From an optimization exercise on the open Yosys and OpenROAD flow, aimed at small area; shortcuts taken in it are not production practice. At most, simulation tests tie the RTL to the original design; equivalence was not proved. Power figures rest on the tool's default switching activity, not on a simulated workload.

## tollboothcontroller
module tollboothcontroller (
    input clk, reset,
    input vehicle_detect,
    input rfid_present, rfid_valid, rfid_sufficient,
    input manual_coin, manual_card,
    input vehicle_passgate,
    input maintenance_mode,
    input updaterate,
    input [1:0] vehicle_class,
    input [7:0] rate_input,
    input reset_counters,
    output gateopen, gateclose,
    output [15:0] vehiclecount0, vehiclecount1, vehiclecount2,
    output [15:0] totalrevenue0, totalrevenue1, totalrevenue2,
    output [7:0] evasioncount
);
localparam [2:0] IDLE  = 3'd0,
                 READ  = 3'd1,
                 PAY   = 3'd2,
                 FAIL  = 3'd3,
                 WAIT  = 3'd4,
                 OPEN  = 3'd5,
                 EVA   = 3'd6,
                 MAINT = 3'd7;
reg [2:0] state, nextstate;
reg [7:0] tollrates0, tollrates1, tollrates2;
always @(*) begin
    case (state)
        IDLE:  nextstate = maintenance_mode ? MAINT : vehicle_detect ? READ : IDLE;
        READ:  nextstate = (rfid_present && rfid_valid && rfid_sufficient) ? PAY : FAIL;
        PAY:   nextstate = OPEN;
        FAIL:  nextstate = WAIT;
        WAIT:  nextstate = (manual_coin || manual_card) ? PAY : WAIT;
        OPEN:  nextstate = vehicle_passgate ? IDLE : OPEN;
  ...
Size: roughly 130 I/O pins.
==> module tollboothcontroller, before the edit <==
module tollboothcontroller (
    input clk, reset,
    input vehicle_detect,
    input rfid_present, rfid_valid, rfid_sufficient,
    input manual_coin, manual_card,
    input vehicle_passgate,
    input maintenance_mode,
    input updaterate,
    input [1:0] vehicle_class,
    input [7:0] rate_input,
    input reset_counters,
    output gateopen, gateclose,
    output [15:0] vehiclecount0, vehiclecount1, vehiclecount2,
    output [15:0] totalrevenue0, totalrevenue1, totalrevenue2,
    output [7:0] evasioncount
);
localparam [2:0] IDLE  = 3'd0,
                 READ  = 3'd1,
                 PAY   = 3'd2,
                 FAIL  = 3'd3,
                 WAIT  = 3'd4,
                 OPEN  = 3'd5,
                 EVA   = 3'd6,
                 MAINT = 3'd7;
reg [2:0] state, nextstate;
reg [7:0] tollrates0, tollrates1, tollrates2;
always @(*) begin
    case (state)
        IDLE:  nextstate = maintenance_mode ? MAINT : vehicle_detect ? READ : IDLE;
        READ:  nextstate = (rfid_present && rfid_valid && rfid_sufficient) ? PAY : FAIL;
        PAY:   nextstate = OPEN;
        FAIL:  nextstate = WAIT;
        WAIT:  nextstate = (manual_coin || manual_card) ? PAY : WAIT;
        OPEN:  nextstate = vehicle_passgate ? IDLE : OPEN;
        EVA:   nextstate = IDLE;
        default: nextstate = maintenance_mode ? MAINT : IDLE;
    endcase
    if (state != OPEN && vehicle_passgate)
        nextstate = EVA;
end
always @(posedge clk or posedge reset)
    if (reset) state <= IDLE;
    else       state <= nextstate;
assign gateopen  = (state == OPEN);
assign gateclose = ~gateopen;
wire pay = (state == PAY);
wire eva = (state == EVA);
wire c0 = (vehicle_class == 2'd0);
wire c1 = (vehicle_class == 2'd1);
wire c2 = (vehicle_class == 2'd2);
function [15:0] inc16;           
    input [15:0] q; input en;
    integer i; reg t;
    begin
        t = en;
        for (i = 0; i < 16; i = i + 1) begin
            inc16[i] = q[i] ^ t;
            t = q[i] & t;
        end
    end
endfunction
function [15:0] add16;           
    input [15:0] q; input [7:0] r; input en;
    integer i; reg t, b;
    begin
        t = 1'b0;
        for (i = 0; i < 16; i = i + 1) begin
            b = (i < 8) ? (r[i & 7] & en) : 1'b0;
            add16[i] = q[i] ^ b ^ t;
            t = (q[i] & b) | (q[i] & t) | (b & t);
        end
    end
endfunction
function [7:0] inc8;
    input [7:0] q; input en;
    integer i; reg t;
    begin
        t = en;
        for (i = 0; i < 8; i = i + 1) begin
            inc8[i] = q[i] ^ t;
            t = q[i] & t;
        end
    end
endfunction
wire inc0 = pay & c0, inc1 = pay & c1, inc2 = pay & c2;
reg v0, v1, v2, ve;
always @(posedge clk or posedge reset)
    if (reset) begin
        v0 <= 1'b0; v1 <= 1'b0; v2 <= 1'b0; ve <= 1'b0;
    end else begin
        v0 <= ~(reset_counters & c0 & ~pay);
        v1 <= ~(reset_counters & c1 & ~pay);
        v2 <= ~(reset_counters & c2 & ~pay);
        ve <= ~(reset_counters & ~eva);
    end
reg [15:0] vc0_q, vc1_q, vc2_q, tr0_q, tr1_q, tr2_q;
reg [7:0] ev_q;
assign vehiclecount0 = vc0_q & {16{v0}};
assign vehiclecount1 = vc1_q & {16{v1}};
assign vehiclecount2 = vc2_q & {16{v2}};
assign totalrevenue0 = tr0_q & {16{v0}};
assign totalrevenue1 = tr1_q & {16{v1}};
assign totalrevenue2 = tr2_q & {16{v2}};
assign evasioncount  = ev_q & {8{ve}};
always @(posedge clk) begin
    vc0_q <= inc16(vehiclecount0, inc0);
    vc1_q <= inc16(vehiclecount1, inc1);
    vc2_q <= inc16(vehiclecount2, inc2);
    tr0_q <= add16(totalrevenue0, tollrates0, inc0);
    tr1_q <= add16(totalrevenue1, tollrates1, inc1);
    tr2_q <= add16(totalrevenue2, tollrates2, inc2);
    ev_q  <= inc8(evasioncount, eva);
end
always @(posedge clk or posedge reset)
    if (reset) begin
        tollrates0 <= 8'd50; tollrates1 <= 8'd100; tollrates2 <= 8'd150;
    end else begin
        if (updaterate && c0) tollrates0 <= rate_input;
        if (updaterate && c1) tollrates1 <= rate_input;
        if (updaterate && c2) tollrates2 <= rate_input;
    end
endmodule
Settings: LEC_CHECK=0, CAP_MARGIN=20, CORE_MARGIN=2, CORE_UTILIZATION=40, CTS_BUF_LIST=sky130_fd_sc_hd__clkbuf_2 sky130_fd_sc_hd__clkbuf_4, SLEW_MARGIN=20; clock period 5.0 ns.
standard.sh (not shown) runs the stock make flow with config.mk's settings and CLKGATE_MAP_FILE= SYNTH_SCRIPT=/design/flow/synth_recipe.tcl, a recipe that flattens the netlist after the stock synthesis.
==> flow/flow/run.sh <==
#!/bin/bash
# The standard layout, with the smallest buffer (buf_1) on each port.
set -euo pipefail
bash standard.sh "BUFFER_PORTS_ARGS=-buffer_cell sky130_fd_sc_hd__buf_1" finish > standard.log 2>&1
The baseline finished with setup timing left.
==> next run, changes <==
--- a/flow/design.v
+++ b/flow/design.v
@@ -58,19 +58,24 @@
             t = q[i] & t;
         end
     end
 endfunction
 function [15:0] add16;           
     input [15:0] q; input [7:0] r; input en;
-    integer i; reg t, b;
+    integer i; reg t; reg [7:0] s;
     begin
         t = 1'b0;
-        for (i = 0; i < 16; i = i + 1) begin
-            b = (i < 8) ? (r[i & 7] & en) : 1'b0;
-            add16[i] = q[i] ^ b ^ t;
-            t = (q[i] & b) | (q[i] & t) | (b & t);
+        for (i = 0; i < 8; i = i + 1) begin
+            s[i] = q[i] ^ r[i] ^ t;
+            t = (q[i] & r[i]) | (q[i] & t) | (r[i] & t);
+        end
+        add16[7:0] = en ? s : q[7:0];
+        t = t & en;
+        for (i = 8; i < 16; i = i + 1) begin
+            add16[i] = q[i] ^ t;
+            t = q[i] & t;
         end
     end
 endfunction
 function [7:0] inc8;
     input [7:0] q; input en;
     integer i; reg t;
@@ -108,15 +113,27 @@
     vc2_q <= inc16(vehiclecount2, inc2);
     tr0_q <= add16(totalrevenue0, tollrates0, inc0);
     tr1_q <= add16(totalrevenue1, tollrates1, inc1);
     tr2_q <= add16(totalrevenue2, tollrates2, inc2);
     ev_q  <= inc8(evasioncount, eva);
 end
+reg [7:0] rq0, rq1, rq2;
+reg r0, r1, r2;
 always @(posedge clk or posedge reset)
     if (reset) begin
-        tollrates0 <= 8'd50; tollrates1 <= 8'd100; tollrates2 <= 8'd150;
+        r0 <= 1'b0; r1 <= 1'b0; r2 <= 1'b0;
     end else begin
-        if (updaterate && c0) tollrates0 <= rate_input;
-        if (updaterate && c1) tollrates1 <= rate_input;
-        if (updaterate && c2) tollrates2 <= rate_input;
+        if (updaterate && c0) r0 <= 1'b1;
+        if (updaterate && c1) r1 <= 1'b1;
+        if (updaterate && c2) r2 <= 1'b1;
     end
+always @(posedge clk) begin
+    if (updaterate && c0) rq0 <= rate_input;
+    if (updaterate && c1) rq1 <= rate_input;
+    if (updaterate && c2) rq2 <= rate_input;
+end
+always @(*) begin
+    tollrates0 = r0 ? rq0 : 8'd50;
+    tollrates1 = r1 ? rq1 : 8'd100;
+    tollrates2 = r2 ? rq2 : 8'd150;
+end
 endmodule
Outcome: The new run passed the timing, design-rule and antenna checks; via count rose by a few percent; register-to-register slack is better by 0.04 ns; routed wire length increases by a few percent; cell area came out lower slightly; utilization went down by 2.3 points; fmax climbs by a few percent; worst hold slack loses 0.081 ns; critical path depth stays the same.
Function was not checked in any run of this note: the RTL went through the layout flow alone.

* * *

Setup of purple:
The RTL this note starts from:
==> flow/design.v <==
module tollboothcontroller (
    input clk, reset,
    input vehicle_detect,
    input rfid_present, rfid_valid, rfid_sufficient,
    input manual_coin, manual_card,
    input vehicle_passgate,
    input maintenance_mode,
    input updaterate,
    input [1:0] vehicle_class,
    input [7:0] rate_input,
    input reset_counters,
    output gateopen, gateclose,
    output [15:0] vehiclecount0, vehiclecount1, vehiclecount2,
    output [15:0] totalrevenue0, totalrevenue1, totalrevenue2,
    output [7:0] evasioncount
);
localparam [2:0] IDLE  = 3'd0,
                 READ  = 3'd1,
                 PAY   = 3'd2,
                 FAIL  = 3'd3,
                 WAIT  = 3'd4,
                 OPEN  = 3'd5,
                 EVA   = 3'd6,
                 MAINT = 3'd7;
reg [2:0] state, nextstate;
reg [7:0] tollrates0, tollrates1, tollrates2;
always @(*) begin
    case (state)
        IDLE:  nextstate = maintenance_mode ? MAINT : vehicle_detect ? READ : IDLE;
        READ:  nextstate = (rfid_present && rfid_valid && rfid_sufficient) ? PAY : FAIL;
        PAY:   nextstate = OPEN;
        FAIL:  nextstate = WAIT;
        WAIT:  nextstate = (manual_coin || manual_card) ? PAY : WAIT;
        OPEN:  nextstate = vehicle_passgate ? IDLE : OPEN;
        EVA:   nextstate = IDLE;
        default: nextstate = maintenance_mode ? MAINT : IDLE;
    endcase
    if (state != OPEN && vehicle_passgate)
        nextstate = EVA;
end
always @(posedge clk or posedge reset)
    if (reset) state <= IDLE;
    else       state <= nextstate;
assign gateopen  = (state == OPEN);
assign gateclose = ~gateopen;
wire pay = (state == PAY);
wire eva = (state == EVA);
wire c0 = (vehicle_class == 2'd0);
wire c1 = (vehicle_class == 2'd1);
wire c2 = (vehicle_class == 2'd2);
function [15:0] inc16;           
    input [15:0] q; input en;
    integer i; reg t;
    begin
        t = en;
        for (i = 0; i < 16; i = i + 1) begin
            inc16[i] = q[i] ^ t;
            t = q[i] & t;
        end
    end
endfunction
function [15:0] add16;           
    input [15:0] q; input [7:0] r; input en;
    integer i; reg t, c8; reg [7:0] b;
    begin
        b = r & {8{en}};
        t = 1'b0;
        for (i = 0; i < 8; i = i + 1) begin
            add16[i] = q[i] ^ b[i] ^ t;
            t = (q[i] & b[i]) | (q[i] & t) | (b[i] & t);
        end
        c8 = t;
        for (i = 8; i < 12; i = i + 1) begin
            add16[i] = q[i] ^ t;
            t = q[i] & t;
        end
        t = c8 & (&q[11:8]);
        for (i = 12; i < 16; i = i + 1) begin
            add16[i] = q[i] ^ t;
            t = q[i] & t;
        end
    end
endfunction
function [7:0] inc8;
    input [7:0] q; input en;
    integer i; reg t;
    begin
        t = en;
        for (i = 0; i < 8; i = i + 1) begin
            inc8[i] = q[i] ^ t;
            t = q[i] & t;
        end
    end
endfunction
wire inc0 = pay & c0, inc1 = pay & c1, inc2 = pay & c2;
reg v0, v1, v2, ve;
always @(posedge clk or posedge reset)
    if (reset) begin
        v0 <= 1'b0; v1 <= 1'b0; v2 <= 1'b0; ve <= 1'b0;
    end else begin
        v0 <= ~(reset_counters & c0 & ~pay);
        v1 <= ~(reset_counters & c1 & ~pay);
        v2 <= ~(reset_counters & c2 & ~pay);
        ve <= ~(reset_counters & ~eva);
    end
reg [15:0] vc0_q, vc1_q, vc2_q, tr0_q, tr1_q, tr2_q;
reg [7:0] ev_q;
assign vehiclecount0 = vc0_q & {16{v0}};
assign vehiclecount1 = vc1_q & {16{v1}};
assign vehiclecount2 = vc2_q & {16{v2}};
assign totalrevenue0 = tr0_q & {16{v0}};
assign totalrevenue1 = tr1_q & {16{v1}};
assign totalrevenue2 = tr2_q & {16{v2}};
assign evasioncount  = ev_q & {8{ve}};
always @(posedge clk) begin
    vc0_q <= inc16(vehiclecount0, inc0);
    vc1_q <= inc16(vehiclecount1, inc1);
    vc2_q <= inc16(vehiclecount2, inc2);
    tr0_q <= add16(totalrevenue0, tollrates0, inc0);
    tr1_q <= add16(totalrevenue1, tollrates1, inc1);
    tr2_q <= add16(totalrevenue2, tollrates2, inc2);
    ev_q  <= inc8(evasioncount, eva);
end
reg [7:0] rq0, rq1, rq2;
reg r0, r1, r2;
always @(posedge clk or posedge reset)
    if (reset) begin
        r0 <= 1'b0; r1 <= 1'b0; r2 <= 1'b0;
    end else begin
        if (updaterate && c0) r0 <= 1'b1;
        if (updaterate && c1) r1 <= 1'b1;
        if (updaterate && c2) r2 <= 1'b1;
    end
always @(posedge clk) begin
    if (updaterate && c0) rq0 <= rate_input;
    if (updaterate && c1) rq1 <= rate_input;
    if (updaterate && c2) rq2 <= rate_input;
end
always @(*) begin
    tollrates0 = r0 ? rq0 : 8'd50;
    tollrates1 = r1 ? rq1 : 8'd100;
    tollrates2 = r2 ? rq2 : 8'd150;
end
endmodule
==> flow/config.mk <==
export PLATFORM = sky130hd
export DESIGN_NAME = tollboothcontroller
export DESIGN_NICKNAME = tollboothcontroller
export VERILOG_FILES = /design/flow/design.v
export SDC_FILE = /design/flow/constraint.sdc
export NUM_CORES = 4
export LEC_CHECK = 0
export CAP_MARGIN = 0
export CORE_MARGIN = 2
export CORE_UTILIZATION = 40
export SLEW_MARGIN = 0
==> flow/constraint.sdc <==
create_clock -name core_clock -period 5.0 [get_ports {clk}]
set_input_delay 1.0000 -clock core_clock [delete_from_list [all_inputs] [get_ports {clk}]]
set_output_delay 1.0000 -clock core_clock [all_outputs]
set_load 0.01 [all_outputs]
==> flow/flow/run.sh <==
#!/bin/bash
# The standard layout, with the smallest buffer (buf_1) on each port and a
# clock tree of clkbuf_4 without dummy loads.
set -euo pipefail
CTS="-sink_clustering_enable -repair_clock_nets -buf_list sky130_fd_sc_hd__clkbuf_4 -dont_use_dummy_load"
bash standard.sh "BUFFER_PORTS_ARGS=-buffer_cell sky130_fd_sc_hd__buf_1" "CTS_ARGS=$CTS" finish > standard.log 2>&1
### purple -> green
--- a/flow/design.v
+++ b/flow/design.v
@@ -59,25 +59,20 @@
         end
     end
 endfunction
 function [15:0] add16;           
     input [15:0] q; input [7:0] r; input en;
-    integer i; reg t, c8; reg [7:0] b;
+    integer i; reg t; reg [7:0] s;
     begin
-        b = r & {8{en}};
         t = 1'b0;
         for (i = 0; i < 8; i = i + 1) begin
-            add16[i] = q[i] ^ b[i] ^ t;
-            t = (q[i] & b[i]) | (q[i] & t) | (b[i] & t);
+            s[i] = q[i] ^ r[i] ^ t;
+            t = (q[i] & r[i]) | (q[i] & t) | (r[i] & t);
         end
-        c8 = t;
-        for (i = 8; i < 12; i = i + 1) begin
-            add16[i] = q[i] ^ t;
-            t = q[i] & t;
-        end
-        t = c8 & (&q[11:8]);
-        for (i = 12; i < 16; i = i + 1) begin
+        add16[7:0] = en ? s : q[7:0];
+        t = t & en;
+        for (i = 8; i < 16; i = i + 1) begin
             add16[i] = q[i] ^ t;
             t = q[i] & t;
         end
     end
 endfunction
### Flow results
Of purple and green, green shows the higher critical path depth, with purple below it.
purple → green: sequential share of layout area went down by 1.7 points; area occupied by multi-input gates went up by about 8%.
Taking purple as the reference, in green total core area +600 um2, wire length reported by the detailed router +about 3.3%, combinational share of power +4.5 points, average size of a mapped cell +about 1.4%, final setup slack of the worst path +0.016 ns.
No functional check of the RTL was part of green.

-- re-timing with driven ports --
How much do the figures lean on ideal ports? The routed layouts below were timed once more, with nothing changed but the port constraints. Step 1, drivers: a clkbuf_16 drives clk and a buf_2 each remaining input, both assumed. Step 2, shift: input delay + t, output delay - t, t = (earliest + latest rising clock arrival at the registers) / 2. This alone moves slack from input paths to output paths. Slacks: no drivers / after step 1 / after step 2; pairs: no drivers / after step 1.
| run | t, ns | setup WS [ns] | hold slack, ns |
|---|---|---|---|
| the first run of note 1 | 0.553 | -0.017 / -0.014 / -0.567 | 0.506 / 0.496 / 0.506 |
| the second run of note 1 | 0.564 | 0.220 / 0.220 / 0.220 | 0.425 / 0.413 / 0.558 |
| purple | 0.534 | 0.196 / 0.185 / -0.350 | 0.421 / 0.404 / 0.497 |
| green | 0.544 | 0.213 / 0.213 / 0.213 | 0.428 / 0.417 / 0.553 |
With both steps, setup timing fails in purple, where it was met with ideal ports. For the first run of note 1, which loses most, drivers alone change the setup slack by +0.003 ns; drivers and shift together by -0.550 ns.
